Context: an optimization exercise on an open-source flow, tuned for small area. The choices shown serve that exercise and are no tape-out recipe. The RTL was checked by simulation tests, not by an equivalence proof against the original design. No activity file was given, so power comes from the tool's default toggle rates.

==> inputs of run a <==
==> flow/design.v <==
module fifo_cell3 (
  input  logic a, sa,
  input  logic b, sb,
  input  logic c, sc,
  output logic y
);
  assign y = ~((a & sa) | (b & sb) | (c & sc));
endmodule
module fifo_cell_upd (
  input  logic q,
  input  logic we,
  input  logic we_n,
  input  logic d,
  output logic y
);
  assign y = ~((q | we) & (d | we_n));
endmodule
module reg_upd (
  input  logic q,
  input  logic we,
  input  logic we_n,
  input  logic d,
  output logic y
);
  assign y = (q | we) & (d | we_n);
endmodule
module event_monitor_top (
  input  logic        clk,
  input  logic        rst_n,
  input  logic [7:0]  probe_id,
  input  logic [31:0] probe_data,
  input  logic        bus_wr,
  input  logic        bus_rd,
  input  logic [7:0]  bus_addr,
  input  logic [31:0] bus_wdata,
  output logic [31:0] bus_rdata
);
  logic a_ctrl, a_tval, a_tmask, a_stat, a_ed, a_eid, a_ehi, a_ts;
  assign a_ctrl  = (bus_addr == 8'h00);
  assign a_tval  = (bus_addr == 8'h04);
  assign a_tmask = (bus_addr == 8'h08);
  assign a_stat  = (bus_addr == 8'h0C);
  assign a_ed    = (bus_addr == 8'h10);
  assign a_eid   = (bus_addr == 8'h14);
  assign a_ehi   = (bus_addr == 8'h18);
  assign a_ts    = (bus_addr == 8'h1C);
  logic [31:0] control_q, trig_value_q, trig_mask_q;
  logic [31:0] control_d, trig_value_d, trig_mask_d;
  logic        c_wr, v_wr, m_wr;
  logic [2:0]  rwe, rwe_n;
  assign rwe   = {bus_wr & a_tmask, bus_wr & a_tval, bus_wr & a_ctrl};
  assign rwe_n = ~rwe;
  for (genvar b = 0; b < 32; b++) begin : g_reg
    reg_upd u_c (.q(control_q[b]),    .we(rwe[0]), .we_n(rwe_n[0]), .d(bus_wdata[b]), .y(control_d[b]));
    reg_upd u_v (.q(trig_value_q[b]), .we(rwe[1]), .we_n(rwe_n[1]), .d(bus_wdata[b]), .y(trig_value_d[b]));
    reg_upd u_m (.q(trig_mask_q[b]),  .we(rwe[2]), .we_n(rwe_n[2]), .d(bus_wdata[b]), .y(trig_mask_d[b]));
  end
  always_ff @(posedge clk) begin
    control_q    <= control_d;
    trig_value_q <= trig_value_d;
    trig_mask_q  <= trig_mask_d;
  end
  always_ff @(posedge clk or negedge rst_n) begin
    if (!rst_n) begin
      c_wr <= 1'b0;
      v_wr <= 1'b0;
      m_wr <= 1'b0;
    end else begin
      c_wr <= c_wr | rwe[0];
      v_wr <= v_wr | rwe[1];
      m_wr <= m_wr | rwe[2];
    end
  end
  logic en, arm, mode, clear_sticky;
  assign en   = c_wr & control_q[0];
  assign arm  = c_wr & control_q[1];
  assign mode = c_wr & control_q[2];
  assign clear_sticky = bus_wr & a_ctrl & bus_wdata[3];
  logic [31:0] ts;
  always_ff @(posedge clk or negedge rst_n) begin
    if (!rst_n)               ts <= '0;
    else if (bus_wr & a_ts)   ts <= bus_wdata;
    else if (en)              ts <= ts + 32'd1;
  end
  logic m_zero, prev_zero, hit, capture, lvl_hit;
  assign m_zero  = ~m_wr | ((probe_data & trig_mask_q) == 32'd0);
  assign lvl_hit = ~m_wr | (v_wr ? (((probe_data ^ trig_value_q) & trig_mask_q) == 32'd0)
                                 : ((probe_data & trig_mask_q) == 32'd0));
  assign hit = mode ? (prev_zero & ~m_zero) : lvl_hit;
  assign capture = en & arm & hit;
  always_ff @(posedge clk or negedge rst_n) begin
    if (!rst_n) prev_zero <= 1'b1;
    else        prev_zero <= m_zero;
  end
  logic        push_pending;
  logic [71:0] pending;
  always_ff @(posedge clk) pending <= {ts, probe_id, probe_data};
  logic [4:0]  count;
  logic        empty, full, pop, push, ovf_d, lpv;
  logic        trig_sticky, ovf_sticky;
  assign empty = (count == 5'd0);
  assign full  = count[4];
  assign pop   = bus_rd & a_ehi & ~empty;
  assign push  = push_pending & (~full | pop);
  always_ff @(posedge clk or negedge rst_n) begin
    if (!rst_n) begin
      push_pending <= 1'b0;
      count <= '0;
      ovf_d <= 1'b0;
      lpv   <= 1'b0;
      trig_sticky <= 1'b0;
      ovf_sticky  <= 1'b0;
    end else begin
      push_pending <= capture;
      ovf_d <= push_pending & full & ~pop;
      lpv   <= pop;
      if (push & ~pop) count <= count + 5'd1;
      else if (pop & ~push) count <= count - 5'd1;
      if (clear_sticky) begin
        trig_sticky <= 1'b0;
        ovf_sticky  <= 1'b0;
      end else begin
        if (capture) trig_sticky <= 1'b1;
        if (ovf_d)   ovf_sticky  <= 1'b1;
      end
    end
  end
  logic [4:0]  wpos;
  logic [15:0] we, sh, hd, ph;
  logic [71:0] mem   [0:15];
  logic [71:0] mem_d [0:15];
  assign wpos = pop ? count - 5'd1 : count;
  always_comb
    for (int e = 0; e < 16; e++) begin
      we[e] = push & (wpos == e[4:0]);
      sh[e] = pop & ~we[e];
      hd[e] = ~pop & ~we[e];
    end
  for (genvar e = 0; e < 15; e++) begin : g_ent
    for (genvar b = 0; b < 72; b++) begin : g_bit
      fifo_cell3 u_upd (.a(mem[e+1][b]), .sa(sh[e]), .b(pending[b]), .sb(we[e]),
                        .c(mem[e][b]), .sc(hd[e]), .y(mem_d[e][b]));
    end
  end
  for (genvar b = 0; b < 72; b++) begin : g_last
    fifo_cell_upd u_upd (.q(mem[15][b]), .we(we[15]), .we_n(~we[15]), .d(pending[b]), .y(mem_d[15][b]));
  end
  always_ff @(posedge clk) begin
    for (int e = 0; e < 16; e++) mem[e] <= mem_d[e];
    for (int e = 0; e < 15; e++) ph[e] <= we[e] | (sh[e] ? ~ph[e+1] : ~ph[e]);
    ph[15] <= we[15] | ~ph[15];
  end
  logic [71:0] head;
  assign head = mem[0] ^ {72{ph[0]}};
  logic [71:0] last_head, shown;
  always_ff @(posedge clk) last_head <= head;
  assign shown = lpv ? last_head : head;
  always_comb begin
    bus_rdata = 32'd0;
    if (a_ctrl & c_wr)  bus_rdata = bus_rdata | control_q;
    if (a_tval & v_wr)  bus_rdata = bus_rdata | trig_value_q;
    if (a_tmask & m_wr) bus_rdata = bus_rdata | trig_mask_q;
    if (a_stat)  bus_rdata = bus_rdata | {14'd0, ovf_sticky, trig_sticky, 3'd0, count, 6'd0, full, empty};
    if (a_ed & ~empty)  bus_rdata = bus_rdata | shown[31:0];
    if (a_eid & ~empty) bus_rdata = bus_rdata | shown[63:32];
    if (a_ehi & ~empty) bus_rdata = bus_rdata | {24'd0, shown[71:64]};
    if (a_ts)    bus_rdata = bus_rdata | ts;
  end
endmodule
==> flow/flow/run.sh <==
#!/bin/bash
# Layout flow: the standard flow (standard.sh, unchanged synthesis), with
# two changes to how the layout is built:
#  - clock tree synthesis without dummy loads, clustering 25 sinks per leaf
#    buffer within 100 um;
#  - every input and output port still gets a buffer, but the smallest one
#    (buf_1) instead of the flow's default choice.
# All make/tool output goes to flow_standard.log in this folder; ORFS also
# keeps each step's own log under orfs/logs/.
set -euo pipefail
export CTS_ARGS="-sink_clustering_enable -repair_clock_nets -sink_clustering_size 25 -sink_clustering_max_diameter 100 -dont_use_dummy_load"
export BUFFER_PORTS_ARGS="-buffer_cell sky130_fd_sc_hd__buf_1"
bash standard.sh > flow_standard.log 2>&1
==> flow/standard.sh <==
#!/bin/bash
# synth_recipe.tcl (not shown) runs the flow's synth.tcl, then flattens the netlist and writes it again
# the make line also repeats each setting of config.mk as NAME=value (left out here)
make -C /OpenROAD-flow-scripts/flow DESIGN_CONFIG=/design/flow/config.mk WORK_HOME=/design/flow/orfs CLKGATE_MAP_FILE= SYNTH_SCRIPT=/design/flow/synth_recipe.tcl "${@:-finish}"
==> flow/config.mk <==
export PLATFORM = sky130hd
export DESIGN_NAME = event_monitor_top
export DESIGN_NICKNAME = event_monitor_top
export VERILOG_FILES = /design/flow/design.v
export SDC_FILE = /design/flow/constraint.sdc
export NUM_CORES = 4
export LEC_CHECK = 0
export CAP_MARGIN = 20
export CORE_MARGIN = 2
export CORE_UTILIZATION = 45
export CTS_CLUSTER_DIAMETER = 100
export CTS_CLUSTER_SIZE = 25
export SLEW_MARGIN = 20
export SYNTH_HIERARCHICAL = 1
export SYNTH_MINIMUM_KEEP_SIZE = 0
==> flow/constraint.sdc <==
create_clock -name core_clock -period 10.0 [get_ports {clk}]
set_input_delay 2.0000 -clock core_clock [delete_from_list [all_inputs] [get_ports {clk}]]
set_output_delay 2.0000 -clock core_clock [all_outputs]
set_load 0.01 [all_outputs]
==> run b (differences from run a) <==
==> flow/design.v, changed modules only <==
module event_monitor_top (
  input  logic        clk,
  input  logic        rst_n,
  input  logic [7:0]  probe_id,
  input  logic [31:0] probe_data,
  input  logic        bus_wr,
  input  logic        bus_rd,
  input  logic [7:0]  bus_addr,
  input  logic [31:0] bus_wdata,
  output logic [31:0] bus_rdata
);
  logic a_ctrl, a_tval, a_tmask, a_stat, a_ed, a_eid, a_ehi, a_ts;
  assign a_ctrl  = (bus_addr == 8'h00);
  assign a_tval  = (bus_addr == 8'h04);
  assign a_tmask = (bus_addr == 8'h08);
  assign a_stat  = (bus_addr == 8'h0C);
  assign a_ed    = (bus_addr == 8'h10);
  assign a_eid   = (bus_addr == 8'h14);
  assign a_ehi   = (bus_addr == 8'h18);
  assign a_ts    = (bus_addr == 8'h1C);
  logic [31:0] control, trig_value, trig_mask, ts;
  logic        clear_sticky;
  assign clear_sticky = bus_wr & a_ctrl & bus_wdata[3];
  always_ff @(posedge clk or negedge rst_n) begin
    if (!rst_n) begin
      control    <= '0;
      trig_value <= '0;
      trig_mask  <= '0;
    end else begin
      if (bus_wr & a_ctrl)  control    <= bus_wdata;
      if (bus_wr & a_tval)  trig_value <= bus_wdata;
      if (bus_wr & a_tmask) trig_mask  <= bus_wdata;
    end
  end
  logic en, arm, mode;
  assign en   = control[0];
  assign arm  = control[1];
  assign mode = control[2];
  always_ff @(posedge clk or negedge rst_n) begin
    if (!rst_n)               ts <= '0;
    else if (bus_wr & a_ts)   ts <= bus_wdata;
    else if (en)              ts <= ts + 32'd1;
  end
  logic [31:0] masked;
  logic        m_zero, prev_zero, hit, capture;
  assign masked = probe_data & trig_mask;
  assign m_zero = (masked == 32'd0);
  assign hit = mode ? (prev_zero & ~m_zero)
                    : (((probe_data ^ trig_value) & trig_mask) == 32'd0);
  assign capture = en & arm & hit;
  always_ff @(posedge clk or negedge rst_n) begin
    if (!rst_n) prev_zero <= 1'b1;
    else        prev_zero <= m_zero;
  end
  logic        push_pending;
  logic [71:0] pending;
  always_ff @(posedge clk) pending <= {ts, probe_id, probe_data};
  logic [71:0] mem [0:15];
  logic [3:0]  wptr, rptr;
  logic [4:0]  count;
  logic        empty, full, pop, push, ovf_d;
  logic        trig_sticky, ovf_sticky;
  assign empty = (count == 5'd0);
  assign full  = count[4];
  assign pop   = bus_rd & a_ehi & ~empty;
  assign push  = push_pending & (~full | pop);
  always_ff @(posedge clk or negedge rst_n) begin
    if (!rst_n) begin
      push_pending <= 1'b0;
      wptr  <= '0;
      rptr  <= '0;
      count <= '0;
      ovf_d <= 1'b0;
      trig_sticky <= 1'b0;
      ovf_sticky  <= 1'b0;
    end else begin
      push_pending <= capture;
      ovf_d <= push_pending & full & ~pop;
      if (push) wptr <= wptr + 4'd1;
      if (pop)  rptr <= rptr + 4'd1;
      if (push & ~pop) count <= count + 5'd1;
      else if (pop & ~push) count <= count - 5'd1;
      if (clear_sticky) begin
        trig_sticky <= 1'b0;
        ovf_sticky  <= 1'b0;
      end else begin
        if (capture) trig_sticky <= 1'b1;
        if (ovf_d)   ovf_sticky  <= 1'b1;
      end
    end
  end
  always_ff @(posedge clk) begin
    if (push) mem[wptr] <= pending;
  end
  logic [71:0] shown;
  always_ff @(posedge clk) shown <= empty ? pending : mem[rptr];
  always_comb begin
    bus_rdata = 32'd0;
    if (a_ctrl)  bus_rdata = bus_rdata | control;
    if (a_tval)  bus_rdata = bus_rdata | trig_value;
    if (a_tmask) bus_rdata = bus_rdata | trig_mask;
    if (a_stat)  bus_rdata = bus_rdata | {14'd0, ovf_sticky, trig_sticky, 3'd0, count, 6'd0, full, empty};
    if (a_ed & ~empty)  bus_rdata = bus_rdata | shown[31:0];
    if (a_eid & ~empty) bus_rdata = bus_rdata | shown[63:32];
    if (a_ehi & ~empty) bus_rdata = bus_rdata | {24'd0, shown[71:64]};
    if (a_ts)    bus_rdata = bus_rdata | ts;
  end
endmodule
// module fifo_cell3 removed
// module fifo_cell_upd removed
// module reg_upd removed
==> flow/run.sh (new file) <==
#!/bin/bash
# synth_recipe.tcl (not shown) runs the flow's synth.tcl, then flattens the netlist and writes it again
# the make line also repeats each setting of config.mk as NAME=value (left out here)
make -C /OpenROAD-flow-scripts/flow DESIGN_CONFIG=/design/flow/config.mk WORK_HOME=/design/flow/orfs CLKGATE_MAP_FILE= SYNTH_SCRIPT=/design/flow/synth_recipe.tcl finish
- CORE_UTILIZATION: 45 -> 60
- CTS_BUF_LIST: not set -> sky130_fd_sc_hd__clkbuf_8
- CTS_CLUSTER_DIAMETER: 100 -> not set
- CTS_CLUSTER_SIZE: 25 -> 20
- SYNTH_HIERARCHICAL: 1 -> not set
- SYNTH_MINIMUM_KEEP_SIZE: 0 -> not set
removed: flow/flow/run.sh
removed: flow/standard.sh
==> run summary <==
quantity	run a	run b
Net switching power of the design	0.00245 W	0.00293 W
Largest net degree at the start of global routing	74	139
Status	no timing/DRC/antenna violations	no timing/DRC/antenna violations
Share of cells above drive strength 1	6.33%	29.5%
Wire length on met3	17900 µm	16100 µm
Fraction of synthesized area in multiplexers	0.797%	18.3%
Relative slew margins	16.9%	17.7%
Largest area contributor in the synthesized netlist	sky130_fd_sc_hd__dfxtp_1	sky130_fd_sc_hd__edfxtp_1
Sequential share of cell area	57.0%	66.3%
Endpoint of the worst hold path	ph[15]	ovf_sticky
Share of the synthesized netlist area taken by xor and xnor gates	2.62%	1.18%
Met1 wire length	71300 µm	59500 µm
Placed Instances	5019	3780
Sum of net half-perimeters after detailed placement	104000 µm	85500 µm
Min setup slack post-route	2570 ps	1600 ps
Tapcells inserted	1380	1176
Worst path buffer plus inverter count	4	3
Clock latency on the worst-skew pair	680 ps	900 ps
Post-synthesis compound-gate area fraction	30.0%	2.25%
Clock Skews	65.9 ps	30.7 ps
Top cell by count, worst path	sky130_fd_sc_hd__buf_1	sky130_fd_sc_hd__clkdlybuf4s50_1

==> re-timing with driven ports <==
In the flow no input, the clock included, has a driving cell. The finished layouts below were timed again as built, in two steps.
Step 1 (the two cells are an assumption about what drives the block):
set clk [get_ports {clk}]
set_driving_cell -lib_cell sky130_fd_sc_hd__clkbuf_16 $clk
set_driving_cell -lib_cell sky130_fd_sc_hd__buf_2 [delete_from_list [all_inputs] $clk]
Step 2 moves the port delays by t, midway between the first and last clock arrival at a register: inputs arrive t later, outputs are due t later. That takes back most of the time a late clock gives input paths.
a / b / c = ideal / step 1 / step 2; a / b = the first two.
| run | shift t [ns] | setup WS [ns] | clock arrival spread, ns | worst data-port slew with drivers (ns) |
|---|---|---|---|---|
| run a | 0.725 | 2.568 / 2.537 / 2.537 | 0.066 / 0.066 | 0.17 |
| run b | 0.946 | 1.604 / 1.572 / 1.572 | 0.035 / 0.034 | 0.24 |
After both steps setup and hold are still met in every run listed. For run b, which loses most, drivers alone change the setup slack by -0.032 ns; drivers and shift together by -0.032 ns.
